From an optimization exercise on the open Yosys and OpenROAD flow, aimed at small area and a short achievable clock period; shortcuts taken in it are not production practice. Where RTL was checked, it was by simulation tests only, not by an equivalence proof against the original. The RTL of run 1 was laid out without a check of its function.

## flow/design.v (module list and top-level ports; edited modules follow where they fit)
// module top_convolution: 1149 lines
// module conv_fa: 4 lines
// module conv_carry: 37 lines
module top_convolution#(parameter int IMG_SIZE = 5)(
    input clk,
    input rst,
    input [23:0] in,
    input [71:0] FILTER,
    output reg [(IMG_SIZE-2)*(IMG_SIZE-2)*9-1:0] OUT);
  // ...
==> flow/run.sh <==
#!/bin/bash
# synth_recipe.tcl (not shown) runs the flow's synth.tcl, then flattens the netlist and writes it again
# the make line also repeats each setting of config.mk as NAME=value (left out here)
make -C /OpenROAD-flow-scripts/flow DESIGN_CONFIG=/design/flow/config.mk WORK_HOME=/design/flow/orfs CLKGATE_MAP_FILE= SYNTH_SCRIPT=/design/flow/synth_recipe.tcl finish
==> flow/config.mk <==
export PLATFORM = sky130hd
export DESIGN_NAME = top_convolution
export DESIGN_NICKNAME = top_convolution
export VERILOG_FILES = /design/flow/design.v
export SDC_FILE = /design/flow/constraint.sdc
export NUM_CORES = 4
export LEC_CHECK = 0
export CAP_MARGIN = 20
export CORE_MARGIN = 2
export CORE_UTILIZATION = 40
export SLEW_MARGIN = 20
export SYNTH_HIERARCHICAL = 1
export SYNTH_MINIMUM_KEEP_SIZE = 0
==> flow/constraint.sdc <==
create_clock -name core_clock -period 17.0 [get_ports {clk}]
set_input_delay 3.4000 -clock core_clock [delete_from_list [all_inputs] [get_ports {clk}]]
set_output_delay 3.4000 -clock core_clock [all_outputs]
set_load 0.01 [all_outputs]
==> impl_results.md, run 1 <==
- Multi-input gate area: 12,400 sq um
- Root Buffer: clkbuf_16
- Biggest regs: OUT x81, f x72
- Grt met2 use: 29.8%
- Die W: 221 um
- Hold Vio Cnt, Final: 0
- Uppermost routed layer: met5
- Worst path most repeated cell: fa_1
- Cells after Synth: 1,612
- Metal2 WL: 20.2 mm
- Clock latency (worst-skew pair): 0.55 ns
- Sequential share of the synthesized area: 34.3%
- Busiest grt layer: met2
- Most common cell in the netlist: nand2_1
- Clk buf depth: 3
- Number of global-route vias before repair: 13.2k
- FF/Latch Area: 6460 sq um
- Multi-In Gates: 1,349
- Fin area: 22,700 sq um
- Fin crit share: 32.7%
- Main combinational cell family by area after synthesis: adder cells
- Mean Syn Cell Area: 11.7 sq um
- Unrepaired setup endpoints after global routing: no
- Levels on crit path: 14
- Layout cells sized above 1: 6.62%
- DRT antenna net count: 0
- Synth-to-Final Area Change: 20.6%
- Startpoint Class: flop
- Ys flop type: dfxtp_1
- Crit. End Element: flop
- Final Max Tran Viols: 0
- Status: complete, no violations
- DR pass1 iterations: 5
- Seq cells: 282
- Grt met3 use: 3.78%
- Min-delay src: r1c[0]
- Grt met1 use: 22.0%
- Crit. Startpoint: ps[0]
==> run 2: changes to the inputs <==
==> flow/design.v (replaced) <==
module top_convolution#(parameter int IMG_SIZE = 5)(
    input clk,
    input rst,
    input [23:0] in,
    input [71:0] FILTER,
    output reg [(IMG_SIZE-2)*(IMG_SIZE-2)*9-1:0] OUT);
    logic [71:0] f;
    always_ff @(posedge clk)
        if (rst) f <= FILTER;
    wire [8:0] tp00 = {f[7], f[7:0]};
    wire [8:0] tp01 = {f[15], f[15:8]};
    wire [8:0] tp02 = {f[23], f[23:16]};
    wire [8:0] tp10 = {f[31], f[31:24]};
    wire [8:0] tp11 = {f[39], f[39:32]};
    wire [8:0] tp12 = {f[47], f[47:40]};
    wire [8:0] tp20 = {f[55], f[55:48]};
    wire [8:0] tp21 = {f[63], f[63:56]};
    wire [8:0] tp22 = {f[71], f[71:64]};
    logic [7:0] ps, pc;
    always_ff @(posedge clk) begin
        ps <= in[23:16] ^ in[15:8] ^ in[7:0];
        pc <= (in[23:16] & in[15:8]) | (in[23:16] & in[7:0]) | (in[15:8] & in[7:0]);
    end
    wire [8:0] s = {1'b0, ps} + {pc, 1'b0};
    logic [8:0] x;                        
    always_ff @(posedge clk) x <= s;
    logic [8:0] r0a, r0b, r0c, d0a, d0b, r1a, r1b, r1c, d1a, r2a, r2b;
    always_ff @(posedge clk) begin
        r0a <= n0a;
        r0b <= n0b;
        r0c <= n0c;
        d0a <= r0c;
        d0b <= d0a;
        r1a <= n1a;
        r1b <= n1b;
        r1c <= n1c;
        d1a <= r1c;
        r2a <= n2a;
        r2b <= n2b;
    end
    wire p1 = x[0] & tp00[0];
    wire p2 = x[0] & tp00[1];
    wire p3 = x[0] & tp00[2];
    wire p4 = x[0] & tp00[3];
    wire p5 = x[0] & tp00[4];
    wire p6 = x[0] & tp00[5];
    wire p7 = x[0] & tp00[6];
    wire p8 = x[0] & tp00[7];
    wire p9 = x[0] & tp00[8];
    wire p10 = x[1] & tp00[0];
    wire p11 = x[1] & tp00[1];
    wire p12 = x[1] & tp00[2];
    wire p13 = x[1] & tp00[3];
    wire p14 = x[1] & tp00[4];
    wire p15 = x[1] & tp00[5];
    wire p16 = x[1] & tp00[6];
    wire p17 = x[1] & tp00[7];
    wire p18 = x[2] & tp00[0];
    wire p19 = x[2] & tp00[1];
    wire p20 = x[2] & tp00[2];
    wire p21 = x[2] & tp00[3];
    wire p22 = x[2] & tp00[4];
    wire p23 = x[2] & tp00[5];
    wire p24 = x[2] & tp00[6];
    wire p25 = x[3] & tp00[0];
    wire p26 = x[3] & tp00[1];
    wire p27 = x[3] & tp00[2];
    wire p28 = x[3] & tp00[3];
    wire p29 = x[3] & tp00[4];
    wire p30 = x[3] & tp00[5];
    wire p31 = x[4] & tp00[0];
    wire p32 = x[4] & tp00[1];
    wire p33 = x[4] & tp00[2];
    wire p34 = x[4] & tp00[3];
    wire p35 = x[4] & tp00[4];
    wire p36 = x[5] & tp00[0];
    wire p37 = x[5] & tp00[1];
    wire p38 = x[5] & tp00[2];
    wire p39 = x[5] & tp00[3];
    wire p40 = x[6] & tp00[0];
    wire p41 = x[6] & tp00[1];
    wire p42 = x[6] & tp00[2];
    wire p43 = x[7] & tp00[0];
    wire p44 = x[7] & tp00[1];
    wire p45 = x[8] & tp00[0];
    wire s46, c46;
    conv_ha u46 (.a(p7), .b(p15), .s(s46), .co(c46));
    wire s47, c47;
    conv_fa u47 (.a(p8), .b(p16), .c(p23), .s(s47), .co(c47));
    wire s48, c48;
    conv_ha u48 (.a(p29), .b(p34), .s(s48), .co(c48));
    wire w49 = p9 ^ p17 ^ p24;
    wire w50 = p30 ^ p35 ^ p39;
    wire w51 = p42 ^ p44;
    wire s52, c52;
    conv_ha u52 (.a(p5), .b(p13), .s(s52), .co(c52));
    wire s53, c53;
    conv_fa u53 (.a(p6), .b(p14), .c(p21), .s(s53), .co(c53));
    wire s54, c54;
    conv_ha u54 (.a(p27), .b(p32), .s(s54), .co(c54));
    wire s55, c55;
    conv_fa u55 (.a(p22), .b(p28), .c(p33), .s(s55), .co(c55));
    wire s56, c56;
    conv_fa u56 (.a(p37), .b(p40), .c(s46), .s(s56), .co(c56));
    wire s57, c57;
    conv_fa u57 (.a(p38), .b(p41), .c(p43), .s(s57), .co(c57));
    wire s58, c58;
    conv_fa u58 (.a(s47), .b(s48), .c(c46), .s(s58), .co(c58));
    wire w59 = p45 ^ w49 ^ w50;
    wire w60 = w51 ^ c47 ^ c48;
    wire s61, c61;
    conv_ha u61 (.a(p4), .b(p12), .s(s61), .co(c61));
    wire s62, c62;
    conv_fa u62 (.a(p20), .b(p26), .c(p31), .s(s62), .co(c62));
    wire s63, c63;
    conv_fa u63 (.a(p36), .b(s53), .c(s54), .s(s63), .co(c63));
    wire s64, c64;
    conv_fa u64 (.a(s55), .b(s56), .c(c53), .s(s64), .co(c64));
    wire s65, c65;
    conv_fa u65 (.a(s57), .b(s58), .c(c55), .s(s65), .co(c65));
    wire w66 = w59 ^ w60 ^ c57;
    wire s67, c67;
    conv_ha u67 (.a(p3), .b(p11), .s(s67), .co(c67));
    wire s68, c68;
    conv_fa u68 (.a(p19), .b(p25), .c(s61), .s(s68), .co(c68));
    wire s69, c69;
    conv_fa u69 (.a(s52), .b(s62), .c(c61), .s(s69), .co(c69));
    wire s70, c70;
    conv_fa u70 (.a(c52), .b(s63), .c(c62), .s(s70), .co(c70));
    wire s71, c71;
    conv_fa u71 (.a(c54), .b(s64), .c(c63), .s(s71), .co(c71));
    wire s72, c72;
    conv_fa u72 (.a(c56), .b(s65), .c(c64), .s(s72), .co(c72));
    wire w73 = c58 ^ w66 ^ c65;
    wire [8:0] n0a = {w73, s72, s71, s70, s69, s68, p18, p2, p1} + {c72, c71, c70, c69, c68, c67, s67, p10, 1'b0};
    wire p74 = x[0] & tp01[0];
    wire p75 = x[0] & tp01[1];
    wire p76 = x[0] & tp01[2];
    wire p77 = x[0] & tp01[3];
    wire p78 = x[0] & tp01[4];
    wire p79 = x[0] & tp01[5];
    wire p80 = x[0] & tp01[6];
    wire p81 = x[0] & tp01[7];
    wire p82 = x[0] & tp01[8];
    wire p83 = x[1] & tp01[0];
    wire p84 = x[1] & tp01[1];
    wire p85 = x[1] & tp01[2];
    wire p86 = x[1] & tp01[3];
    wire p87 = x[1] & tp01[4];
    wire p88 = x[1] & tp01[5];
    wire p89 = x[1] & tp01[6];
    wire p90 = x[1] & tp01[7];
    wire p91 = x[2] & tp01[0];
    wire p92 = x[2] & tp01[1];
    wire p93 = x[2] & tp01[2];
    wire p94 = x[2] & tp01[3];
    wire p95 = x[2] & tp01[4];
    wire p96 = x[2] & tp01[5];
    wire p97 = x[2] & tp01[6];
    wire p98 = x[3] & tp01[0];
    wire p99 = x[3] & tp01[1];
    wire p100 = x[3] & tp01[2];
    wire p101 = x[3] & tp01[3];
    wire p102 = x[3] & tp01[4];
    wire p103 = x[3] & tp01[5];
    wire p104 = x[4] & tp01[0];
    wire p105 = x[4] & tp01[1];
    wire p106 = x[4] & tp01[2];
    wire p107 = x[4] & tp01[3];
    wire p108 = x[4] & tp01[4];
    wire p109 = x[5] & tp01[0];
    wire p110 = x[5] & tp01[1];
    wire p111 = x[5] & tp01[2];
    wire p112 = x[5] & tp01[3];
    wire p113 = x[6] & tp01[0];
    wire p114 = x[6] & tp01[1];
    wire p115 = x[6] & tp01[2];
    wire p116 = x[7] & tp01[0];
    wire p117 = x[7] & tp01[1];
    wire p118 = x[8] & tp01[0];
    wire w119 = p82 ^ p90;
    wire s120, c120;
    conv_ha u120 (.a(p79), .b(p87), .s(s120), .co(c120));
    wire s121, c121;
    conv_fa u121 (.a(p80), .b(p88), .c(p95), .s(s121), .co(c121));
    wire s122, c122;
    conv_ha u122 (.a(p101), .b(p106), .s(s122), .co(c122));
    wire s123, c123;
    conv_fa u123 (.a(p81), .b(p89), .c(p96), .s(s123), .co(c123));
    wire s124, c124;
    conv_fa u124 (.a(p102), .b(p107), .c(p111), .s(s124), .co(c124));
    wire s125, c125;
    conv_ha u125 (.a(p114), .b(p116), .s(s125), .co(c125));
    wire w126 = p97 ^ p103 ^ p108;
    wire w127 = p112 ^ p115 ^ p117;
    wire w128 = p118 ^ r0a[8] ^ w119;
    wire s129, c129;
    conv_ha u129 (.a(p77), .b(p85), .s(s129), .co(c129));
    wire s130, c130;
    conv_fa u130 (.a(p78), .b(p86), .c(p93), .s(s130), .co(c130));
    wire s131, c131;
    conv_ha u131 (.a(p99), .b(p104), .s(s131), .co(c131));
    wire s132, c132;
    conv_fa u132 (.a(p94), .b(p100), .c(p105), .s(s132), .co(c132));
    wire s133, c133;
    conv_fa u133 (.a(p109), .b(r0a[5]), .c(s120), .s(s133), .co(c133));
    wire s134, c134;
    conv_fa u134 (.a(p110), .b(p113), .c(r0a[6]), .s(s134), .co(c134));
    wire s135, c135;
    conv_fa u135 (.a(s121), .b(s122), .c(c120), .s(s135), .co(c135));
    wire s136, c136;
    conv_fa u136 (.a(r0a[7]), .b(s123), .c(s124), .s(s136), .co(c136));
    wire s137, c137;
    conv_fa u137 (.a(s125), .b(c121), .c(c122), .s(s137), .co(c137));
    wire w138 = w126 ^ w127 ^ w128;
    wire w139 = c123 ^ c124 ^ c125;
    wire s140, c140;
    conv_ha u140 (.a(p76), .b(p84), .s(s140), .co(c140));
    wire s141, c141;
    conv_fa u141 (.a(p92), .b(p98), .c(r0a[3]), .s(s141), .co(c141));
    wire s142, c142;
    conv_fa u142 (.a(r0a[4]), .b(s130), .c(s131), .s(s142), .co(c142));
    wire s143, c143;
    conv_fa u143 (.a(s132), .b(s133), .c(c130), .s(s143), .co(c143));
    wire s144, c144;
    conv_fa u144 (.a(s134), .b(s135), .c(c132), .s(s144), .co(c144));
    wire s145, c145;
    conv_fa u145 (.a(s136), .b(s137), .c(c134), .s(s145), .co(c145));
    wire w146 = w138 ^ w139 ^ c136;
    wire s147, c147;
    conv_ha u147 (.a(p75), .b(p83), .s(s147), .co(c147));
    wire s148, c148;
    conv_fa u148 (.a(p91), .b(r0a[2]), .c(s140), .s(s148), .co(c148));
    wire s149, c149;
    conv_fa u149 (.a(s129), .b(s141), .c(c140), .s(s149), .co(c149));
    wire s150, c150;
    conv_fa u150 (.a(c129), .b(s142), .c(c141), .s(s150), .co(c150));
    wire s151, c151;
    conv_fa u151 (.a(c131), .b(s143), .c(c142), .s(s151), .co(c151));
    wire s152, c152;
    conv_fa u152 (.a(c133), .b(s144), .c(c143), .s(s152), .co(c152));
    wire s153, c153;
    conv_fa u153 (.a(c135), .b(s145), .c(c144), .s(s153), .co(c153));
    wire w154 = c137 ^ w146 ^ c145;
    wire [8:0] n0b = {w154, s153, s152, s151, s150, s149, s148, r0a[1], p74} + {c153, c152, c151, c150, c149, c148, c147, s147, r0a[0]};
    wire p155 = x[0] & tp02[0];
    wire p156 = x[0] & tp02[1];
    wire p157 = x[0] & tp02[2];
    wire p158 = x[0] & tp02[3];
    wire p159 = x[0] & tp02[4];
    wire p160 = x[0] & tp02[5];
    wire p161 = x[0] & tp02[6];
    wire p162 = x[0] & tp02[7];
    wire p163 = x[0] & tp02[8];
    wire p164 = x[1] & tp02[0];
    wire p165 = x[1] & tp02[1];
    wire p166 = x[1] & tp02[2];
    wire p167 = x[1] & tp02[3];
    wire p168 = x[1] & tp02[4];
    wire p169 = x[1] & tp02[5];
    wire p170 = x[1] & tp02[6];
    wire p171 = x[1] & tp02[7];
    wire p172 = x[2] & tp02[0];
    wire p173 = x[2] & tp02[1];
    wire p174 = x[2] & tp02[2];
    wire p175 = x[2] & tp02[3];
    wire p176 = x[2] & tp02[4];
    wire p177 = x[2] & tp02[5];
    wire p178 = x[2] & tp02[6];
    wire p179 = x[3] & tp02[0];
    wire p180 = x[3] & tp02[1];
    wire p181 = x[3] & tp02[2];
    wire p182 = x[3] & tp02[3];
    wire p183 = x[3] & tp02[4];
    wire p184 = x[3] & tp02[5];
    wire p185 = x[4] & tp02[0];
    wire p186 = x[4] & tp02[1];
    wire p187 = x[4] & tp02[2];
    wire p188 = x[4] & tp02[3];
    wire p189 = x[4] & tp02[4];
    wire p190 = x[5] & tp02[0];
    wire p191 = x[5] & tp02[1];
    wire p192 = x[5] & tp02[2];
    wire p193 = x[5] & tp02[3];
    wire p194 = x[6] & tp02[0];
    wire p195 = x[6] & tp02[1];
    wire p196 = x[6] & tp02[2];
    wire p197 = x[7] & tp02[0];
    wire p198 = x[7] & tp02[1];
    wire p199 = x[8] & tp02[0];
    wire w200 = p163 ^ p171;
    wire s201, c201;
    conv_ha u201 (.a(p160), .b(p168), .s(s201), .co(c201));
    wire s202, c202;
    conv_fa u202 (.a(p161), .b(p169), .c(p176), .s(s202), .co(c202));
    wire s203, c203;
    conv_ha u203 (.a(p182), .b(p187), .s(s203), .co(c203));
    wire s204, c204;
    conv_fa u204 (.a(p162), .b(p170), .c(p177), .s(s204), .co(c204));
    wire s205, c205;
    conv_fa u205 (.a(p183), .b(p188), .c(p192), .s(s205), .co(c205));
    wire s206, c206;
    conv_ha u206 (.a(p195), .b(p197), .s(s206), .co(c206));
    wire w207 = p178 ^ p184 ^ p189;
    wire w208 = p193 ^ p196 ^ p198;
    wire w209 = p199 ^ r0b[8] ^ w200;
    wire s210, c210;
    conv_ha u210 (.a(p158), .b(p166), .s(s210), .co(c210));
    wire s211, c211;
    conv_fa u211 (.a(p159), .b(p167), .c(p174), .s(s211), .co(c211));
    wire s212, c212;
    conv_ha u212 (.a(p180), .b(p185), .s(s212), .co(c212));
    wire s213, c213;
    conv_fa u213 (.a(p175), .b(p181), .c(p186), .s(s213), .co(c213));
    wire s214, c214;
    conv_fa u214 (.a(p190), .b(r0b[5]), .c(s201), .s(s214), .co(c214));
    wire s215, c215;
    conv_fa u215 (.a(p191), .b(p194), .c(r0b[6]), .s(s215), .co(c215));
    wire s216, c216;
    conv_fa u216 (.a(s202), .b(s203), .c(c201), .s(s216), .co(c216));
    wire s217, c217;
    conv_fa u217 (.a(r0b[7]), .b(s204), .c(s205), .s(s217), .co(c217));
    wire s218, c218;
    conv_fa u218 (.a(s206), .b(c202), .c(c203), .s(s218), .co(c218));
    wire w219 = w207 ^ w208 ^ w209;
    wire w220 = c204 ^ c205 ^ c206;
    wire s221, c221;
    conv_ha u221 (.a(p157), .b(p165), .s(s221), .co(c221));
    wire s222, c222;
    conv_fa u222 (.a(p173), .b(p179), .c(r0b[3]), .s(s222), .co(c222));
    wire s223, c223;
    conv_fa u223 (.a(r0b[4]), .b(s211), .c(s212), .s(s223), .co(c223));
    wire s224, c224;
    conv_fa u224 (.a(s213), .b(s214), .c(c211), .s(s224), .co(c224));
    wire s225, c225;
    conv_fa u225 (.a(s215), .b(s216), .c(c213), .s(s225), .co(c225));
    wire s226, c226;
    conv_fa u226 (.a(s217), .b(s218), .c(c215), .s(s226), .co(c226));
    wire w227 = w219 ^ w220 ^ c217;
    wire s228, c228;
    conv_ha u228 (.a(p156), .b(p164), .s(s228), .co(c228));
    wire s229, c229;
    conv_fa u229 (.a(p172), .b(r0b[2]), .c(s221), .s(s229), .co(c229));
    wire s230, c230;
    conv_fa u230 (.a(s210), .b(s222), .c(c221), .s(s230), .co(c230));
    wire s231, c231;
    conv_fa u231 (.a(c210), .b(s223), .c(c222), .s(s231), .co(c231));
    wire s232, c232;
    conv_fa u232 (.a(c212), .b(s224), .c(c223), .s(s232), .co(c232));
    wire s233, c233;
    conv_fa u233 (.a(c214), .b(s225), .c(c224), .s(s233), .co(c233));
    wire s234, c234;
    conv_fa u234 (.a(c216), .b(s226), .c(c225), .s(s234), .co(c234));
    wire w235 = c218 ^ w227 ^ c226;
    wire [8:0] n0c = {w235, s234, s233, s232, s231, s230, s229, r0b[1], p155} + {c234, c233, c232, c231, c230, c229, c228, s228, r0b[0]};
    wire p236 = x[0] & tp10[0];
    wire p237 = x[0] & tp10[1];
    wire p238 = x[0] & tp10[2];
    wire p239 = x[0] & tp10[3];
    wire p240 = x[0] & tp10[4];
    wire p241 = x[0] & tp10[5];
    wire p242 = x[0] & tp10[6];
    wire p243 = x[0] & tp10[7];
    wire p244 = x[0] & tp10[8];
    wire p245 = x[1] & tp10[0];
    wire p246 = x[1] & tp10[1];
    wire p247 = x[1] & tp10[2];
    wire p248 = x[1] & tp10[3];
    wire p249 = x[1] & tp10[4];
    wire p250 = x[1] & tp10[5];
    wire p251 = x[1] & tp10[6];
    wire p252 = x[1] & tp10[7];
    wire p253 = x[2] & tp10[0];
    wire p254 = x[2] & tp10[1];
    wire p255 = x[2] & tp10[2];
    wire p256 = x[2] & tp10[3];
    wire p257 = x[2] & tp10[4];
    wire p258 = x[2] & tp10[5];
    wire p259 = x[2] & tp10[6];
    wire p260 = x[3] & tp10[0];
    wire p261 = x[3] & tp10[1];
    wire p262 = x[3] & tp10[2];
    wire p263 = x[3] & tp10[3];
    wire p264 = x[3] & tp10[4];
    wire p265 = x[3] & tp10[5];
    wire p266 = x[4] & tp10[0];
    wire p267 = x[4] & tp10[1];
    wire p268 = x[4] & tp10[2];
    wire p269 = x[4] & tp10[3];
    wire p270 = x[4] & tp10[4];
    wire p271 = x[5] & tp10[0];
    wire p272 = x[5] & tp10[1];
    wire p273 = x[5] & tp10[2];
    wire p274 = x[5] & tp10[3];
    wire p275 = x[6] & tp10[0];
    wire p276 = x[6] & tp10[1];
    wire p277 = x[6] & tp10[2];
    wire p278 = x[7] & tp10[0];
    wire p279 = x[7] & tp10[1];
    wire p280 = x[8] & tp10[0];
    wire w281 = p244 ^ p252;
    wire s282, c282;
    conv_ha u282 (.a(p241), .b(p249), .s(s282), .co(c282));
    wire s283, c283;
    conv_fa u283 (.a(p242), .b(p250), .c(p257), .s(s283), .co(c283));
    wire s284, c284;
    conv_ha u284 (.a(p263), .b(p268), .s(s284), .co(c284));
    wire s285, c285;
    conv_fa u285 (.a(p243), .b(p251), .c(p258), .s(s285), .co(c285));
    wire s286, c286;
    conv_fa u286 (.a(p264), .b(p269), .c(p273), .s(s286), .co(c286));
    wire s287, c287;
    conv_ha u287 (.a(p276), .b(p278), .s(s287), .co(c287));
    wire w288 = p259 ^ p265 ^ p270;
    wire w289 = p274 ^ p277 ^ p279;
    wire w290 = p280 ^ d0b[8] ^ w281;
    wire s291, c291;
    conv_ha u291 (.a(p239), .b(p247), .s(s291), .co(c291));
    wire s292, c292;
    conv_fa u292 (.a(p240), .b(p248), .c(p255), .s(s292), .co(c292));
    wire s293, c293;
    conv_ha u293 (.a(p261), .b(p266), .s(s293), .co(c293));
    wire s294, c294;
    conv_fa u294 (.a(p256), .b(p262), .c(p267), .s(s294), .co(c294));
    wire s295, c295;
    conv_fa u295 (.a(p271), .b(d0b[5]), .c(s282), .s(s295), .co(c295));
    wire s296, c296;
    conv_fa u296 (.a(p272), .b(p275), .c(d0b[6]), .s(s296), .co(c296));
    wire s297, c297;
    conv_fa u297 (.a(s283), .b(s284), .c(c282), .s(s297), .co(c297));
    wire s298, c298;
    conv_fa u298 (.a(d0b[7]), .b(s285), .c(s286), .s(s298), .co(c298));
    wire s299, c299;
    conv_fa u299 (.a(s287), .b(c283), .c(c284), .s(s299), .co(c299));
    wire w300 = w288 ^ w289 ^ w290;
    wire w301 = c285 ^ c286 ^ c287;
    wire s302, c302;
    conv_ha u302 (.a(p238), .b(p246), .s(s302), .co(c302));
    wire s303, c303;
    conv_fa u303 (.a(p254), .b(p260), .c(d0b[3]), .s(s303), .co(c303));
    wire s304, c304;
    conv_fa u304 (.a(d0b[4]), .b(s292), .c(s293), .s(s304), .co(c304));
    wire s305, c305;
    conv_fa u305 (.a(s294), .b(s295), .c(c292), .s(s305), .co(c305));
    wire s306, c306;
    conv_fa u306 (.a(s296), .b(s297), .c(c294), .s(s306), .co(c306));
    wire s307, c307;
    conv_fa u307 (.a(s298), .b(s299), .c(c296), .s(s307), .co(c307));
    wire w308 = w300 ^ w301 ^ c298;
    wire s309, c309;
    conv_ha u309 (.a(p237), .b(p245), .s(s309), .co(c309));
    wire s310, c310;
    conv_fa u310 (.a(p253), .b(d0b[2]), .c(s302), .s(s310), .co(c310));
    wire s311, c311;
    conv_fa u311 (.a(s291), .b(s303), .c(c302), .s(s311), .co(c311));
    wire s312, c312;
    conv_fa u312 (.a(c291), .b(s304), .c(c303), .s(s312), .co(c312));
    wire s313, c313;
    conv_fa u313 (.a(c293), .b(s305), .c(c304), .s(s313), .co(c313));
    wire s314, c314;
    conv_fa u314 (.a(c295), .b(s306), .c(c305), .s(s314), .co(c314));
    wire s315, c315;
    conv_fa u315 (.a(c297), .b(s307), .c(c306), .s(s315), .co(c315));
    wire w316 = c299 ^ w308 ^ c307;
    wire [8:0] n1a = {w316, s315, s314, s313, s312, s311, s310, d0b[1], p236} + {c315, c314, c313, c312, c311, c310, c309, s309, d0b[0]};
    wire p317 = x[0] & tp11[0];
    wire p318 = x[0] & tp11[1];
    wire p319 = x[0] & tp11[2];
    wire p320 = x[0] & tp11[3];
    wire p321 = x[0] & tp11[4];
    wire p322 = x[0] & tp11[5];
    wire p323 = x[0] & tp11[6];
    wire p324 = x[0] & tp11[7];
    wire p325 = x[0] & tp11[8];
    wire p326 = x[1] & tp11[0];
    wire p327 = x[1] & tp11[1];
    wire p328 = x[1] & tp11[2];
    wire p329 = x[1] & tp11[3];
    wire p330 = x[1] & tp11[4];
    wire p331 = x[1] & tp11[5];
    wire p332 = x[1] & tp11[6];
    wire p333 = x[1] & tp11[7];
    wire p334 = x[2] & tp11[0];
    wire p335 = x[2] & tp11[1];
    wire p336 = x[2] & tp11[2];
    wire p337 = x[2] & tp11[3];
    wire p338 = x[2] & tp11[4];
    wire p339 = x[2] & tp11[5];
    wire p340 = x[2] & tp11[6];
    wire p341 = x[3] & tp11[0];
    wire p342 = x[3] & tp11[1];
    wire p343 = x[3] & tp11[2];
    wire p344 = x[3] & tp11[3];
    wire p345 = x[3] & tp11[4];
    wire p346 = x[3] & tp11[5];
    wire p347 = x[4] & tp11[0];
    wire p348 = x[4] & tp11[1];
    wire p349 = x[4] & tp11[2];
    wire p350 = x[4] & tp11[3];
    wire p351 = x[4] & tp11[4];
    wire p352 = x[5] & tp11[0];
    wire p353 = x[5] & tp11[1];
    wire p354 = x[5] & tp11[2];
    wire p355 = x[5] & tp11[3];
    wire p356 = x[6] & tp11[0];
    wire p357 = x[6] & tp11[1];
    wire p358 = x[6] & tp11[2];
    wire p359 = x[7] & tp11[0];
    wire p360 = x[7] & tp11[1];
    wire p361 = x[8] & tp11[0];
    wire w362 = p325 ^ p333;
    wire s363, c363;
    conv_ha u363 (.a(p322), .b(p330), .s(s363), .co(c363));
    wire s364, c364;
    conv_fa u364 (.a(p323), .b(p331), .c(p338), .s(s364), .co(c364));
    wire s365, c365;
    conv_ha u365 (.a(p344), .b(p349), .s(s365), .co(c365));
    wire s366, c366;
    conv_fa u366 (.a(p324), .b(p332), .c(p339), .s(s366), .co(c366));
    wire s367, c367;
    conv_fa u367 (.a(p345), .b(p350), .c(p354), .s(s367), .co(c367));
    wire s368, c368;
    conv_ha u368 (.a(p357), .b(p359), .s(s368), .co(c368));
    wire w369 = p340 ^ p346 ^ p351;
    wire w370 = p355 ^ p358 ^ p360;
    wire w371 = p361 ^ r1a[8] ^ w362;
    wire s372, c372;
    conv_ha u372 (.a(p320), .b(p328), .s(s372), .co(c372));
    wire s373, c373;
    conv_fa u373 (.a(p321), .b(p329), .c(p336), .s(s373), .co(c373));
    wire s374, c374;
    conv_ha u374 (.a(p342), .b(p347), .s(s374), .co(c374));
    wire s375, c375;
    conv_fa u375 (.a(p337), .b(p343), .c(p348), .s(s375), .co(c375));
    wire s376, c376;
    conv_fa u376 (.a(p352), .b(r1a[5]), .c(s363), .s(s376), .co(c376));
    wire s377, c377;
    conv_fa u377 (.a(p353), .b(p356), .c(r1a[6]), .s(s377), .co(c377));
    wire s378, c378;
    conv_fa u378 (.a(s364), .b(s365), .c(c363), .s(s378), .co(c378));
    wire s379, c379;
    conv_fa u379 (.a(r1a[7]), .b(s366), .c(s367), .s(s379), .co(c379));
    wire s380, c380;
    conv_fa u380 (.a(s368), .b(c364), .c(c365), .s(s380), .co(c380));
    wire w381 = w369 ^ w370 ^ w371;
    wire w382 = c366 ^ c367 ^ c368;
    wire s383, c383;
    conv_ha u383 (.a(p319), .b(p327), .s(s383), .co(c383));
    wire s384, c384;
    conv_fa u384 (.a(p335), .b(p341), .c(r1a[3]), .s(s384), .co(c384));
    wire s385, c385;
    conv_fa u385 (.a(r1a[4]), .b(s373), .c(s374), .s(s385), .co(c385));
    wire s386, c386;
    conv_fa u386 (.a(s375), .b(s376), .c(c373), .s(s386), .co(c386));
    wire s387, c387;
    conv_fa u387 (.a(s377), .b(s378), .c(c375), .s(s387), .co(c387));
    wire s388, c388;
    conv_fa u388 (.a(s379), .b(s380), .c(c377), .s(s388), .co(c388));
    wire w389 = w381 ^ w382 ^ c379;
    wire s390, c390;
    conv_ha u390 (.a(p318), .b(p326), .s(s390), .co(c390));
    wire s391, c391;
    conv_fa u391 (.a(p334), .b(r1a[2]), .c(s383), .s(s391), .co(c391));
    wire s392, c392;
    conv_fa u392 (.a(s372), .b(s384), .c(c383), .s(s392), .co(c392));
    wire s393, c393;
    conv_fa u393 (.a(c372), .b(s385), .c(c384), .s(s393), .co(c393));
    wire s394, c394;
    conv_fa u394 (.a(c374), .b(s386), .c(c385), .s(s394), .co(c394));
    wire s395, c395;
    conv_fa u395 (.a(c376), .b(s387), .c(c386), .s(s395), .co(c395));
    wire s396, c396;
    conv_fa u396 (.a(c378), .b(s388), .c(c387), .s(s396), .co(c396));
    wire w397 = c380 ^ w389 ^ c388;
    wire [8:0] n1b = {w397, s396, s395, s394, s393, s392, s391, r1a[1], p317} + {c396, c395, c394, c393, c392, c391, c390, s390, r1a[0]};
    wire p398 = x[0] & tp12[0];
    wire p399 = x[0] & tp12[1];
    wire p400 = x[0] & tp12[2];
    wire p401 = x[0] & tp12[3];
    wire p402 = x[0] & tp12[4];
    wire p403 = x[0] & tp12[5];
    wire p404 = x[0] & tp12[6];
    wire p405 = x[0] & tp12[7];
    wire p406 = x[0] & tp12[8];
    wire p407 = x[1] & tp12[0];
    wire p408 = x[1] & tp12[1];
    wire p409 = x[1] & tp12[2];
    wire p410 = x[1] & tp12[3];
    wire p411 = x[1] & tp12[4];
    wire p412 = x[1] & tp12[5];
    wire p413 = x[1] & tp12[6];
    wire p414 = x[1] & tp12[7];
    wire p415 = x[2] & tp12[0];
    wire p416 = x[2] & tp12[1];
    wire p417 = x[2] & tp12[2];
    wire p418 = x[2] & tp12[3];
    wire p419 = x[2] & tp12[4];
    wire p420 = x[2] & tp12[5];
    wire p421 = x[2] & tp12[6];
    wire p422 = x[3] & tp12[0];
    wire p423 = x[3] & tp12[1];
    wire p424 = x[3] & tp12[2];
    wire p425 = x[3] & tp12[3];
    wire p426 = x[3] & tp12[4];
    wire p427 = x[3] & tp12[5];
    wire p428 = x[4] & tp12[0];
    wire p429 = x[4] & tp12[1];
    wire p430 = x[4] & tp12[2];
    wire p431 = x[4] & tp12[3];
    wire p432 = x[4] & tp12[4];
    wire p433 = x[5] & tp12[0];
    wire p434 = x[5] & tp12[1];
    wire p435 = x[5] & tp12[2];
    wire p436 = x[5] & tp12[3];
    wire p437 = x[6] & tp12[0];
    wire p438 = x[6] & tp12[1];
    wire p439 = x[6] & tp12[2];
    wire p440 = x[7] & tp12[0];
    wire p441 = x[7] & tp12[1];
    wire p442 = x[8] & tp12[0];
    wire w443 = p406 ^ p414;
    wire s444, c444;
    conv_ha u444 (.a(p403), .b(p411), .s(s444), .co(c444));
    wire s445, c445;
    conv_fa u445 (.a(p404), .b(p412), .c(p419), .s(s445), .co(c445));
    wire s446, c446;
    conv_ha u446 (.a(p425), .b(p430), .s(s446), .co(c446));
    wire s447, c447;
    conv_fa u447 (.a(p405), .b(p413), .c(p420), .s(s447), .co(c447));
    wire s448, c448;
    conv_fa u448 (.a(p426), .b(p431), .c(p435), .s(s448), .co(c448));
    wire s449, c449;
    conv_ha u449 (.a(p438), .b(p440), .s(s449), .co(c449));
    wire w450 = p421 ^ p427 ^ p432;
    wire w451 = p436 ^ p439 ^ p441;
    wire w452 = p442 ^ r1b[8] ^ w443;
    wire s453, c453;
    conv_ha u453 (.a(p401), .b(p409), .s(s453), .co(c453));
    wire s454, c454;
    conv_fa u454 (.a(p402), .b(p410), .c(p417), .s(s454), .co(c454));
    wire s455, c455;
    conv_ha u455 (.a(p423), .b(p428), .s(s455), .co(c455));
    wire s456, c456;
    conv_fa u456 (.a(p418), .b(p424), .c(p429), .s(s456), .co(c456));
    wire s457, c457;
    conv_fa u457 (.a(p433), .b(r1b[5]), .c(s444), .s(s457), .co(c457));
    wire s458, c458;
    conv_fa u458 (.a(p434), .b(p437), .c(r1b[6]), .s(s458), .co(c458));
    wire s459, c459;
    conv_fa u459 (.a(s445), .b(s446), .c(c444), .s(s459), .co(c459));
    wire s460, c460;
    conv_fa u460 (.a(r1b[7]), .b(s447), .c(s448), .s(s460), .co(c460));
    wire s461, c461;
    conv_fa u461 (.a(s449), .b(c445), .c(c446), .s(s461), .co(c461));
    wire w462 = w450 ^ w451 ^ w452;
    wire w463 = c447 ^ c448 ^ c449;
    wire s464, c464;
    conv_ha u464 (.a(p400), .b(p408), .s(s464), .co(c464));
    wire s465, c465;
    conv_fa u465 (.a(p416), .b(p422), .c(r1b[3]), .s(s465), .co(c465));
    wire s466, c466;
    conv_fa u466 (.a(r1b[4]), .b(s454), .c(s455), .s(s466), .co(c466));
    wire s467, c467;
    conv_fa u467 (.a(s456), .b(s457), .c(c454), .s(s467), .co(c467));
    wire s468, c468;
    conv_fa u468 (.a(s458), .b(s459), .c(c456), .s(s468), .co(c468));
    wire s469, c469;
    conv_fa u469 (.a(s460), .b(s461), .c(c458), .s(s469), .co(c469));
    wire w470 = w462 ^ w463 ^ c460;
    wire s471, c471;
    conv_ha u471 (.a(p399), .b(p407), .s(s471), .co(c471));
    wire s472, c472;
    conv_fa u472 (.a(p415), .b(r1b[2]), .c(s464), .s(s472), .co(c472));
    wire s473, c473;
    conv_fa u473 (.a(s453), .b(s465), .c(c464), .s(s473), .co(c473));
    wire s474, c474;
    conv_fa u474 (.a(c453), .b(s466), .c(c465), .s(s474), .co(c474));
    wire s475, c475;
    conv_fa u475 (.a(c455), .b(s467), .c(c466), .s(s475), .co(c475));
    wire s476, c476;
    conv_fa u476 (.a(c457), .b(s468), .c(c467), .s(s476), .co(c476));
    wire s477, c477;
    conv_fa u477 (.a(c459), .b(s469), .c(c468), .s(s477), .co(c477));
    wire w478 = c461 ^ w470 ^ c469;
    wire [8:0] n1c = {w478, s477, s476, s475, s474, s473, s472, r1b[1], p398} + {c477, c476, c475, c474, c473, c472, c471, s471, r1b[0]};
    wire p479 = s[0] & tp20[0];
    wire p480 = s[0] & tp20[1];
    wire p481 = s[0] & tp20[2];
    wire p482 = s[0] & tp20[3];
    wire p483 = s[0] & tp20[4];
    wire p484 = s[0] & tp20[5];
    wire p485 = s[0] & tp20[6];
    wire p486 = s[0] & tp20[7];
    wire p487 = s[0] & tp20[8];
    wire p488 = s[1] & tp20[0];
    wire p489 = s[1] & tp20[1];
    wire p490 = s[1] & tp20[2];
    wire p491 = s[1] & tp20[3];
    wire p492 = s[1] & tp20[4];
    wire p493 = s[1] & tp20[5];
    wire p494 = s[1] & tp20[6];
    wire p495 = s[1] & tp20[7];
    wire p496 = s[2] & tp20[0];
    wire p497 = s[2] & tp20[1];
    wire p498 = s[2] & tp20[2];
    wire p499 = s[2] & tp20[3];
    wire p500 = s[2] & tp20[4];
    wire p501 = s[2] & tp20[5];
    wire p502 = s[2] & tp20[6];
    wire p503 = s[3] & tp20[0];
    wire p504 = s[3] & tp20[1];
    wire p505 = s[3] & tp20[2];
    wire p506 = s[3] & tp20[3];
    wire p507 = s[3] & tp20[4];
    wire p508 = s[3] & tp20[5];
    wire p509 = s[4] & tp20[0];
    wire p510 = s[4] & tp20[1];
    wire p511 = s[4] & tp20[2];
    wire p512 = s[4] & tp20[3];
    wire p513 = s[4] & tp20[4];
    wire p514 = s[5] & tp20[0];
    wire p515 = s[5] & tp20[1];
    wire p516 = s[5] & tp20[2];
    wire p517 = s[5] & tp20[3];
    wire p518 = s[6] & tp20[0];
    wire p519 = s[6] & tp20[1];
    wire p520 = s[6] & tp20[2];
    wire p521 = s[7] & tp20[0];
    wire p522 = s[7] & tp20[1];
    wire p523 = s[8] & tp20[0];
    wire w524 = p487 ^ p495;
    wire s525, c525;
    conv_ha u525 (.a(p484), .b(p492), .s(s525), .co(c525));
    wire s526, c526;
    conv_fa u526 (.a(p485), .b(p493), .c(p500), .s(s526), .co(c526));
    wire s527, c527;
    conv_ha u527 (.a(p506), .b(p511), .s(s527), .co(c527));
    wire s528, c528;
    conv_fa u528 (.a(p486), .b(p494), .c(p501), .s(s528), .co(c528));
    wire s529, c529;
    conv_fa u529 (.a(p507), .b(p512), .c(p516), .s(s529), .co(c529));
    wire s530, c530;
    conv_ha u530 (.a(p519), .b(p521), .s(s530), .co(c530));
    wire w531 = p502 ^ p508 ^ p513;
    wire w532 = p517 ^ p520 ^ p522;
    wire w533 = p523 ^ d1a[8] ^ w524;
    wire s534, c534;
    conv_ha u534 (.a(p482), .b(p490), .s(s534), .co(c534));
    wire s535, c535;
    conv_fa u535 (.a(p483), .b(p491), .c(p498), .s(s535), .co(c535));
    wire s536, c536;
    conv_ha u536 (.a(p504), .b(p509), .s(s536), .co(c536));
    wire s537, c537;
    conv_fa u537 (.a(p499), .b(p505), .c(p510), .s(s537), .co(c537));
    wire s538, c538;
    conv_fa u538 (.a(p514), .b(d1a[5]), .c(s525), .s(s538), .co(c538));
    wire s539, c539;
    conv_fa u539 (.a(p515), .b(p518), .c(d1a[6]), .s(s539), .co(c539));
    wire s540, c540;
    conv_fa u540 (.a(s526), .b(s527), .c(c525), .s(s540), .co(c540));
    wire s541, c541;
    conv_fa u541 (.a(d1a[7]), .b(s528), .c(s529), .s(s541), .co(c541));
    wire s542, c542;
    conv_fa u542 (.a(s530), .b(c526), .c(c527), .s(s542), .co(c542));
    wire w543 = w531 ^ w532 ^ w533;
    wire w544 = c528 ^ c529 ^ c530;
    wire s545, c545;
    conv_ha u545 (.a(p481), .b(p489), .s(s545), .co(c545));
    wire s546, c546;
    conv_fa u546 (.a(p497), .b(p503), .c(d1a[3]), .s(s546), .co(c546));
    wire s547, c547;
    conv_fa u547 (.a(d1a[4]), .b(s535), .c(s536), .s(s547), .co(c547));
    wire s548, c548;
    conv_fa u548 (.a(s537), .b(s538), .c(c535), .s(s548), .co(c548));
    wire s549, c549;
    conv_fa u549 (.a(s539), .b(s540), .c(c537), .s(s549), .co(c549));
    wire s550, c550;
    conv_fa u550 (.a(s541), .b(s542), .c(c539), .s(s550), .co(c550));
    wire w551 = w543 ^ w544 ^ c541;
    wire s552, c552;
    conv_ha u552 (.a(p480), .b(p488), .s(s552), .co(c552));
    wire s553, c553;
    conv_fa u553 (.a(p496), .b(d1a[2]), .c(s545), .s(s553), .co(c553));
    wire s554, c554;
    conv_fa u554 (.a(s534), .b(s546), .c(c545), .s(s554), .co(c554));
    wire s555, c555;
    conv_fa u555 (.a(c534), .b(s547), .c(c546), .s(s555), .co(c555));
    wire s556, c556;
    conv_fa u556 (.a(c536), .b(s548), .c(c547), .s(s556), .co(c556));
    wire s557, c557;
    conv_fa u557 (.a(c538), .b(s549), .c(c548), .s(s557), .co(c557));
    wire s558, c558;
    conv_fa u558 (.a(c540), .b(s550), .c(c549), .s(s558), .co(c558));
    wire w559 = c542 ^ w551 ^ c550;
    wire [8:0] n2a = {w559, s558, s557, s556, s555, s554, s553, d1a[1], p479} + {c558, c557, c556, c555, c554, c553, c552, s552, d1a[0]};
    wire p560 = s[0] & tp21[0];
    wire p561 = s[0] & tp21[1];
    wire p562 = s[0] & tp21[2];
    wire p563 = s[0] & tp21[3];
    wire p564 = s[0] & tp21[4];
    wire p565 = s[0] & tp21[5];
    wire p566 = s[0] & tp21[6];
    wire p567 = s[0] & tp21[7];
    wire p568 = s[0] & tp21[8];
    wire p569 = s[1] & tp21[0];
    wire p570 = s[1] & tp21[1];
    wire p571 = s[1] & tp21[2];
    wire p572 = s[1] & tp21[3];
    wire p573 = s[1] & tp21[4];
    wire p574 = s[1] & tp21[5];
    wire p575 = s[1] & tp21[6];
    wire p576 = s[1] & tp21[7];
    wire p577 = s[2] & tp21[0];
    wire p578 = s[2] & tp21[1];
    wire p579 = s[2] & tp21[2];
    wire p580 = s[2] & tp21[3];
    wire p581 = s[2] & tp21[4];
    wire p582 = s[2] & tp21[5];
    wire p583 = s[2] & tp21[6];
    wire p584 = s[3] & tp21[0];
    wire p585 = s[3] & tp21[1];
    wire p586 = s[3] & tp21[2];
    wire p587 = s[3] & tp21[3];
    wire p588 = s[3] & tp21[4];
    wire p589 = s[3] & tp21[5];
    wire p590 = s[4] & tp21[0];
    wire p591 = s[4] & tp21[1];
    wire p592 = s[4] & tp21[2];
    wire p593 = s[4] & tp21[3];
    wire p594 = s[4] & tp21[4];
    wire p595 = s[5] & tp21[0];
    wire p596 = s[5] & tp21[1];
    wire p597 = s[5] & tp21[2];
    wire p598 = s[5] & tp21[3];
    wire p599 = s[6] & tp21[0];
    wire p600 = s[6] & tp21[1];
    wire p601 = s[6] & tp21[2];
    wire p602 = s[7] & tp21[0];
    wire p603 = s[7] & tp21[1];
    wire p604 = s[8] & tp21[0];
    wire w605 = p568 ^ p576;
    wire s606, c606;
    conv_ha u606 (.a(p565), .b(p573), .s(s606), .co(c606));
    wire s607, c607;
    conv_fa u607 (.a(p566), .b(p574), .c(p581), .s(s607), .co(c607));
    wire s608, c608;
    conv_ha u608 (.a(p587), .b(p592), .s(s608), .co(c608));
    wire s609, c609;
    conv_fa u609 (.a(p567), .b(p575), .c(p582), .s(s609), .co(c609));
    wire s610, c610;
    conv_fa u610 (.a(p588), .b(p593), .c(p597), .s(s610), .co(c610));
    wire s611, c611;
    conv_ha u611 (.a(p600), .b(p602), .s(s611), .co(c611));
    wire w612 = p583 ^ p589 ^ p594;
    wire w613 = p598 ^ p601 ^ p603;
    wire w614 = p604 ^ r2a[8] ^ w605;
    wire s615, c615;
    conv_ha u615 (.a(p563), .b(p571), .s(s615), .co(c615));
    wire s616, c616;
    conv_fa u616 (.a(p564), .b(p572), .c(p579), .s(s616), .co(c616));
    wire s617, c617;
    conv_ha u617 (.a(p585), .b(p590), .s(s617), .co(c617));
    wire s618, c618;
    conv_fa u618 (.a(p580), .b(p586), .c(p591), .s(s618), .co(c618));
    wire s619, c619;
    conv_fa u619 (.a(p595), .b(r2a[5]), .c(s606), .s(s619), .co(c619));
    wire s620, c620;
    conv_fa u620 (.a(p596), .b(p599), .c(r2a[6]), .s(s620), .co(c620));
    wire s621, c621;
    conv_fa u621 (.a(s607), .b(s608), .c(c606), .s(s621), .co(c621));
    wire s622, c622;
    conv_fa u622 (.a(r2a[7]), .b(s609), .c(s610), .s(s622), .co(c622));
    wire s623, c623;
    conv_fa u623 (.a(s611), .b(c607), .c(c608), .s(s623), .co(c623));
    wire w624 = w612 ^ w613 ^ w614;
    wire w625 = c609 ^ c610 ^ c611;
    wire s626, c626;
    conv_ha u626 (.a(p562), .b(p570), .s(s626), .co(c626));
    wire s627, c627;
    conv_fa u627 (.a(p578), .b(p584), .c(r2a[3]), .s(s627), .co(c627));
    wire s628, c628;
    conv_fa u628 (.a(r2a[4]), .b(s616), .c(s617), .s(s628), .co(c628));
    wire s629, c629;
    conv_fa u629 (.a(s618), .b(s619), .c(c616), .s(s629), .co(c629));
    wire s630, c630;
    conv_fa u630 (.a(s620), .b(s621), .c(c618), .s(s630), .co(c630));
    wire s631, c631;
    conv_fa u631 (.a(s622), .b(s623), .c(c620), .s(s631), .co(c631));
    wire w632 = w624 ^ w625 ^ c622;
    wire s633, c633;
    conv_ha u633 (.a(p561), .b(p569), .s(s633), .co(c633));
    wire s634, c634;
    conv_fa u634 (.a(p577), .b(r2a[2]), .c(s626), .s(s634), .co(c634));
    wire s635, c635;
    conv_fa u635 (.a(s615), .b(s627), .c(c626), .s(s635), .co(c635));
    wire s636, c636;
    conv_fa u636 (.a(c615), .b(s628), .c(c627), .s(s636), .co(c636));
    wire s637, c637;
    conv_fa u637 (.a(c617), .b(s629), .c(c628), .s(s637), .co(c637));
    wire s638, c638;
    conv_fa u638 (.a(c619), .b(s630), .c(c629), .s(s638), .co(c638));
    wire s639, c639;
    conv_fa u639 (.a(c621), .b(s631), .c(c630), .s(s639), .co(c639));
    wire w640 = c623 ^ w632 ^ c631;
    wire [8:0] n2b = {w640, s639, s638, s637, s636, s635, s634, r2a[1], p560} + {c639, c638, c637, c636, c635, c634, c633, s633, r2a[0]};
    wire p641 = ps[0] & tp22[0];
    wire p642 = ps[0] & tp22[1];
    wire p643 = ps[0] & tp22[2];
    wire p644 = ps[0] & tp22[3];
    wire p645 = ps[0] & tp22[4];
    wire p646 = ps[0] & tp22[5];
    wire p647 = ps[0] & tp22[6];
    wire p648 = ps[0] & tp22[7];
    wire p649 = ps[0] & tp22[8];
    wire p650 = ps[1] & tp22[0];
    wire p651 = ps[1] & tp22[1];
    wire p652 = ps[1] & tp22[2];
    wire p653 = ps[1] & tp22[3];
    wire p654 = ps[1] & tp22[4];
    wire p655 = ps[1] & tp22[5];
    wire p656 = ps[1] & tp22[6];
    wire p657 = ps[1] & tp22[7];
    wire p658 = ps[2] & tp22[0];
    wire p659 = ps[2] & tp22[1];
    wire p660 = ps[2] & tp22[2];
    wire p661 = ps[2] & tp22[3];
    wire p662 = ps[2] & tp22[4];
    wire p663 = ps[2] & tp22[5];
    wire p664 = ps[2] & tp22[6];
    wire p665 = ps[3] & tp22[0];
    wire p666 = ps[3] & tp22[1];
    wire p667 = ps[3] & tp22[2];
    wire p668 = ps[3] & tp22[3];
    wire p669 = ps[3] & tp22[4];
    wire p670 = ps[3] & tp22[5];
    wire p671 = ps[4] & tp22[0];
    wire p672 = ps[4] & tp22[1];
    wire p673 = ps[4] & tp22[2];
    wire p674 = ps[4] & tp22[3];
    wire p675 = ps[4] & tp22[4];
    wire p676 = ps[5] & tp22[0];
    wire p677 = ps[5] & tp22[1];
    wire p678 = ps[5] & tp22[2];
    wire p679 = ps[5] & tp22[3];
    wire p680 = ps[6] & tp22[0];
    wire p681 = ps[6] & tp22[1];
    wire p682 = ps[6] & tp22[2];
    wire p683 = ps[7] & tp22[0];
    wire p684 = ps[7] & tp22[1];
    wire p685 = pc[0] & tp22[0];
    wire p686 = pc[0] & tp22[1];
    wire p687 = pc[0] & tp22[2];
    wire p688 = pc[0] & tp22[3];
    wire p689 = pc[0] & tp22[4];
    wire p690 = pc[0] & tp22[5];
    wire p691 = pc[0] & tp22[6];
    wire p692 = pc[0] & tp22[7];
    wire p693 = pc[1] & tp22[0];
    wire p694 = pc[1] & tp22[1];
    wire p695 = pc[1] & tp22[2];
    wire p696 = pc[1] & tp22[3];
    wire p697 = pc[1] & tp22[4];
    wire p698 = pc[1] & tp22[5];
    wire p699 = pc[1] & tp22[6];
    wire p700 = pc[2] & tp22[0];
    wire p701 = pc[2] & tp22[1];
    wire p702 = pc[2] & tp22[2];
    wire p703 = pc[2] & tp22[3];
    wire p704 = pc[2] & tp22[4];
    wire p705 = pc[2] & tp22[5];
    wire p706 = pc[3] & tp22[0];
    wire p707 = pc[3] & tp22[1];
    wire p708 = pc[3] & tp22[2];
    wire p709 = pc[3] & tp22[3];
    wire p710 = pc[3] & tp22[4];
    wire p711 = pc[4] & tp22[0];
    wire p712 = pc[4] & tp22[1];
    wire p713 = pc[4] & tp22[2];
    wire p714 = pc[4] & tp22[3];
    wire p715 = pc[5] & tp22[0];
    wire p716 = pc[5] & tp22[1];
    wire p717 = pc[5] & tp22[2];
    wire p718 = pc[6] & tp22[0];
    wire p719 = pc[6] & tp22[1];
    wire p720 = pc[7] & tp22[0];
    wire s721, c721;
    conv_ha u721 (.a(p647), .b(p655), .s(s721), .co(c721));
    wire s722, c722;
    conv_fa u722 (.a(p648), .b(p656), .c(p663), .s(s722), .co(c722));
    wire s723, c723;
    conv_fa u723 (.a(p669), .b(p674), .c(p678), .s(s723), .co(c723));
    wire w724 = p649 ^ p657 ^ p664;
    wire w725 = p670 ^ p675 ^ p679;
    wire w726 = p682 ^ p684 ^ p692;
    wire s727, c727;
    conv_ha u727 (.a(p645), .b(p653), .s(s727), .co(c727));
    wire s728, c728;
    conv_fa u728 (.a(p646), .b(p654), .c(p661), .s(s728), .co(c728));
    wire s729, c729;
    conv_fa u729 (.a(p667), .b(p672), .c(p676), .s(s729), .co(c729));
    wire s730, c730;
    conv_fa u730 (.a(p662), .b(p668), .c(p673), .s(s730), .co(c730));
    wire s731, c731;
    conv_fa u731 (.a(p677), .b(p680), .c(p690), .s(s731), .co(c731));
    wire s732, c732;
    conv_fa u732 (.a(p697), .b(p703), .c(p708), .s(s732), .co(c732));
    wire s733, c733;
    conv_fa u733 (.a(p681), .b(p683), .c(p691), .s(s733), .co(c733));
    wire s734, c734;
    conv_fa u734 (.a(p698), .b(p704), .c(p709), .s(s734), .co(c734));
    wire s735, c735;
    conv_fa u735 (.a(p713), .b(p716), .c(p718), .s(s735), .co(c735));
    wire s736, c736;
    conv_ha u736 (.a(r2b[7]), .b(s722), .s(s736), .co(c736));
    wire w737 = p699 ^ p705 ^ p710;
    wire w738 = p714 ^ p717 ^ p719;
    wire w739 = p720 ^ r2b[8] ^ w724;
    wire w740 = w725 ^ w726 ^ c722;
    wire s741, c741;
    conv_fa u741 (.a(p644), .b(p652), .c(p659), .s(s741), .co(c741));
    wire s742, c742;
    conv_fa u742 (.a(p660), .b(p666), .c(p671), .s(s742), .co(c742));
    wire s743, c743;
    conv_fa u743 (.a(p688), .b(p695), .c(p701), .s(s743), .co(c743));
    wire s744, c744;
    conv_fa u744 (.a(p689), .b(p696), .c(p702), .s(s744), .co(c744));
    wire s745, c745;
    conv_fa u745 (.a(p707), .b(p711), .c(r2b[5]), .s(s745), .co(c745));
    wire s746, c746;
    conv_ha u746 (.a(s728), .b(s729), .s(s746), .co(c746));
    wire s747, c747;
    conv_fa u747 (.a(p712), .b(p715), .c(r2b[6]), .s(s747), .co(c747));
    wire s748, c748;
    conv_fa u748 (.a(s721), .b(s730), .c(s731), .s(s748), .co(c748));
    wire s749, c749;
    conv_fa u749 (.a(s732), .b(c728), .c(c729), .s(s749), .co(c749));
    wire s750, c750;
    conv_fa u750 (.a(s723), .b(c721), .c(s733), .s(s750), .co(c750));
    wire s751, c751;
    conv_fa u751 (.a(s734), .b(s735), .c(s736), .s(s751), .co(c751));
    wire s752, c752;
    conv_fa u752 (.a(c730), .b(c731), .c(c732), .s(s752), .co(c752));
    wire w753 = c723 ^ w737 ^ w738;
    wire w754 = w739 ^ w740 ^ c733;
    wire w755 = c734 ^ c735 ^ c736;
    wire s756, c756;
    conv_fa u756 (.a(p643), .b(p651), .c(p658), .s(s756), .co(c756));
    wire s757, c757;
    conv_fa u757 (.a(p665), .b(p687), .c(p694), .s(s757), .co(c757));
    wire s758, c758;
    conv_ha u758 (.a(p700), .b(r2b[3]), .s(s758), .co(c758));
    wire s759, c759;
    conv_fa u759 (.a(p706), .b(r2b[4]), .c(s727), .s(s759), .co(c759));
    wire s760, c760;
    conv_fa u760 (.a(s742), .b(s743), .c(c741), .s(s760), .co(c760));
    wire s761, c761;
    conv_fa u761 (.a(c727), .b(s744), .c(s745), .s(s761), .co(c761));
    wire s762, c762;
    conv_fa u762 (.a(s746), .b(c742), .c(c743), .s(s762), .co(c762));
    wire s763, c763;
    conv_fa u763 (.a(s747), .b(s748), .c(s749), .s(s763), .co(c763));
    wire s764, c764;
    conv_fa u764 (.a(c744), .b(c745), .c(c746), .s(s764), .co(c764));
    wire s765, c765;
    conv_fa u765 (.a(s750), .b(s751), .c(s752), .s(s765), .co(c765));
    wire s766, c766;
    conv_fa u766 (.a(c747), .b(c748), .c(c749), .s(s766), .co(c766));
    wire w767 = w753 ^ w754 ^ w755;
    wire w768 = c750 ^ c751 ^ c752;
    wire s769, c769;
    conv_ha u769 (.a(p642), .b(p650), .s(s769), .co(c769));
    wire s770, c770;
    conv_fa u770 (.a(p686), .b(p693), .c(r2b[2]), .s(s770), .co(c770));
    wire s771, c771;
    conv_fa u771 (.a(s741), .b(s757), .c(s758), .s(s771), .co(c771));
    wire s772, c772;
    conv_fa u772 (.a(s759), .b(s760), .c(c757), .s(s772), .co(c772));
    wire s773, c773;
    conv_fa u773 (.a(s761), .b(s762), .c(c759), .s(s773), .co(c773));
    wire s774, c774;
    conv_fa u774 (.a(s763), .b(s764), .c(c761), .s(s774), .co(c774));
    wire s775, c775;
    conv_fa u775 (.a(s765), .b(s766), .c(c763), .s(s775), .co(c775));
    wire w776 = w767 ^ w768 ^ c765;
    wire s777, c777;
    conv_ha u777 (.a(p685), .b(r2b[1]), .s(s777), .co(c777));
    wire s778, c778;
    conv_fa u778 (.a(s756), .b(s770), .c(c769), .s(s778), .co(c778));
    wire s779, c779;
    conv_fa u779 (.a(c756), .b(s771), .c(c770), .s(s779), .co(c779));
    wire s780, c780;
    conv_fa u780 (.a(c758), .b(s772), .c(c771), .s(s780), .co(c780));
    wire s781, c781;
    conv_fa u781 (.a(c760), .b(s773), .c(c772), .s(s781), .co(c781));
    wire s782, c782;
    conv_fa u782 (.a(c762), .b(s774), .c(c773), .s(s782), .co(c782));
    wire s783, c783;
    conv_fa u783 (.a(c764), .b(s775), .c(c774), .s(s783), .co(c783));
    wire w784 = c766 ^ w776 ^ c775;
    wire [8:0] res = {w784, s783, s782, s781, s780, s779, s778, s769, p641} + {c783, c782, c781, c780, c779, c778, c777, s777, r2b[0]};
    logic [4:0] cnt;
    always_ff @(posedge clk)
        if (rst || cnt == 5'd25) cnt <= 5'd0;
        else cnt <= cnt + 5'd1;
    always_ff @(posedge clk)
        for (int p = 0; p < 9; p++)
            if (rst)
                OUT[p*9 +: 9] <= 9'd0;
            else if (cnt == 5'(((p/3)+2)*5 + (p%3) + 2 + 1))
                OUT[p*9 +: 9] <= res;
endmodule
module conv_fa(input a, input b, input c, output s, output co);
    assign s = a ^ b ^ c;
    assign co = (a & b) | (a & c) | (b & c);
endmodule
module conv_ha(input a, input b, output s, output co);
    assign s = a ^ b;
    assign co = a & b;
endmodule
==> run 2 against run 1 <==
Still clean on timing, DRC and antenna. Synthesized area up 4.7%. Via count up 8.7%. Critical endpoint is now r2b[8].
==> impl_results.md, run 2 <==
- CTS tree: built
- Vias post-DR: 13.1k
- Wire per inst: 16.9 um
- Detailed placement HPWL: 32.9 mm
- EDFF count, synth: 72
- ANT cells: 0
- Crit. End Element: flop
- Remaining Overflow, GRT: 0
- Layout cells sized above 1: 3.79% (-2.8 points)
- Fin crit period: 5.86 ns
- Clock skew: 0.0286 ns
- Mean Syn Cell Area: 10.7 sq um (-8.1%)
- IO Port Bufs: 178
- Post-Place Setup Slack: 11.16 ns
- DRT antenna net count: 0 (unchanged)
- Core Box Area: 48,700 sq um
- Fin crit share: 34.5% (+1.8 points)
- Overall Global Routing Usage: 18.5%
- Seq cells post-synth: 282
- Initial Util: 40.4%
- Crit-path max FO: 9
- Placed cell count: 2,632
- Synth top cells by count: and2_1 (359), fa_1 (223), nand2_1 (221), dfxtp_1 (210), xnor2_1 (155)
- Maxcap violations: 0
- HP Class: flop to flop
- Post-CTS setup buffers: 0
- Yosys top cell area share: 22.7%
- Cells after Synth: 1,837 (+14%)
- Setup-failing EPs final: 0
- DRC violations left: 0
- Chip height: 226 um
- Initial antenna violation count: 0
- Final setup slack of the worst path: 11.14 ns
- Ys flop type: dfxtp_1
- Most frequent cells in the layout: and2_1 (359), fa_1 (223), nand2_1 (221), dfxtp_1 (209), clkdlybuf4s50_1 (177)
- Number of global-route vias before repair: 14.2k (+7.0%)
- Hold_buf cts: 0
- Synth area leaders: fa_1 (23%), dfxtp_1 (21%), and2_1 (11%)
- Biggest regs: OUT x81, f x72
- Most common cell after layout, fill and taps aside: and2_1
- Root Buffer: clkbuf_16
- Post-CTS sizing: 0
- Fmax: 0.171 GHz
- Unrepaired setup endpoints after global routing: no
- Die area: 51,000 sq um
- Mapped Area: 19,700 sq um
- Critical path cell sequence: ha_1 -> fa_1 -> a211oi_1 -> nor2_1 -> xor2_2 -> and2_1 -> fa_1 -> fa_1 -> fa_1 -> fa_1 -> xor2_1 -> xnor3_1 -> xnor2_1 -> xnor3_1 -> xnor2_1 -> xnor3_1 -> xor2_1
- Yosys warns: 7
- H-tree levels: 2
- Status: complete, no violations
- Relative slew slack: 24.3%
- # rows: 81
- GP Congestion: 0.819
- Hold Slack: 0.324 ns
- Max reg flops: 81
- Setup TNS: 0 ns
- Nets: 2,471
- Num CTS Buffers: 35
- Final std cells w/o fill: 2,695
- Synth area leader: fa_1
- Initial DRC count: 559
- FFs w/ async S/R, synth: 0%
- DR pass1 iterations: 4 (-1)
- Final Max Tran Viols: 0 (unchanged)
- Clk sink count: 282
- Die W: 226 um (+2.3%)
- Largest net degree at the start of global routing: 81
- Fin area: 23,300 sq um (+2.7%)
- Crit Path Class: flop to flop
- CP max stage cell: fa_1
- Biggest register: OUT
- Sequential share of the synthesized area: 32.3% (-2.0 points)
- Hold Vio Cnt, Final: 0 (unchanged)
- I/O Pins: 179
- Clk buf depth: 3 (unchanged)
- Placement-stage cell area: 22,200 sq um
- Startpoint Class: flop
- Vias per inst: 4.87
- CP bufs+invs: 0
- Actual slew at the worst max-slew pin: 1.13 ns
- Final Util: 47.8%
- Global-route wire length before repair: 74.2 mm
- Worst path most repeated cell: fa_1
- Arr. time, crit path: 6.29 ns
- Netlist cell types: 43
- Most common cell in the netlist: and2_1
- Delay-heaviest family, CP: adder cells
- CTS clk-pin slew, worst paths: 0.06 ns
- Worst stage delay on the critical path: 0.52 ns
- Clock latency (worst-skew pair): 0.55 ns (about the same)
- Final WL: 45.6 mm
- Req. time, crit path: 17.44 ns
- Synth-to-Final Area Change: 18.3%
## run 2: cell types whose count changed in the layout (fill, tap and decap cells not counted), sizes merged, moves of 53 or more
cell / before / now
inv: 9 / 70
xor2: 120 / 40
conb: 94 / 0
ha: 92 / 145
and2: 0 / 359
nand2: 450 / 221
## run 2: routing by layer
metal / GRT usage, % / share of wire, % / vias up
met1: 23.3 / 44 / 6470
met2: 32.3 / 49 / 300
met5: 0 / 0 / -
li1: - / - / 6259
met3: 2.60 / 4.1 / 89
met4: 7.01 / 3.4 / 0
## run 2: logic make-up (layout without fill, tap and decap cells)
family / after synthesis / count (layout) / share of synthesized area, %
xor+xnor: 204 / 204 / 9.67
compound gates: 181 / 181 / 5.45
buf+inv: 129 / 323 / 2.49
flops: 282 / 282 / 32.3
fa+ha+maj: 368 / 368 / 31.9
mux: 9 / 9 / 0.457
simple gates: 664 / 664 / 17.7
## run 2: worst paths after layout
check | end | cells after the start | slack, ns | startpoint
worst max-delay path | r2b[8] | 17 | 11.14 | ps[1]
worst min-delay path | d0a[2] | 0 | 0.32 | r0c[2]
worst max register to register | r2b[8] | 17 | 11.14 | ps[1]
worst min register to register | d0a[2] | 0 | 0.32 | r0c[2]
## run 2: modules after synthesis, one instance, submodules excluded
module	area (sq um)	cells	flops+latches	copies in the design
top_convolution	14800	1570	282	1
conv_ha	12.5	1	0	62
conv_fa	20.0	1	0	205
## run 2: worst register-to-register path, delay by kind of cell (launching register included)
family,cells,cell delay (ns)
XOR/XNOR,8,2.15
flip-flops,1,0.38
AND/OR/NAND/NOR,2,0.35
AO/OA/AOI/OAI,1,0.34
adder cells (fa/ha/maj),6,2.53
## run 2: cell type report
cell class / count / area, sq um
Sequential cell: 282 / 6370
Inverter: 68 / 255
Fill cell: 4516 / 25400
Clock buffer: 42 / 933
Timing Repair Buffer: 192 / 1890
Multi-Input combinational cell: 1426 / 12800
Clock inverter: 21 / 191
Tap cell: 664 / 831

[port drivers added, routing unchanged]
No port has a modelled driver above. Below, the same layouts with a new extraction and two added sets of constraints. Step 1 assumes that a clkbuf_16 drives the clock port and a buf_2 every other input. Step 2 also shifts input and output timing later by t, the mid clock arrival at the registers, as if the neighbouring blocks saw the same clock. a / b / c = ideal / step 1 / step 2; a / b = the first two.
| run | shift t [ns] | slack for setup (ns) | latest minus earliest clock arrival (ns) |
|---|---|---|---|
| run 1 | 0.593 | 11.442 / 11.442 / 11.442 | 0.029 / 0.029 |
| run 2 | 0.587 | 11.142 / 11.142 / 11.142 | 0.029 / 0.029 |
After both steps setup and hold are still met in every run listed.
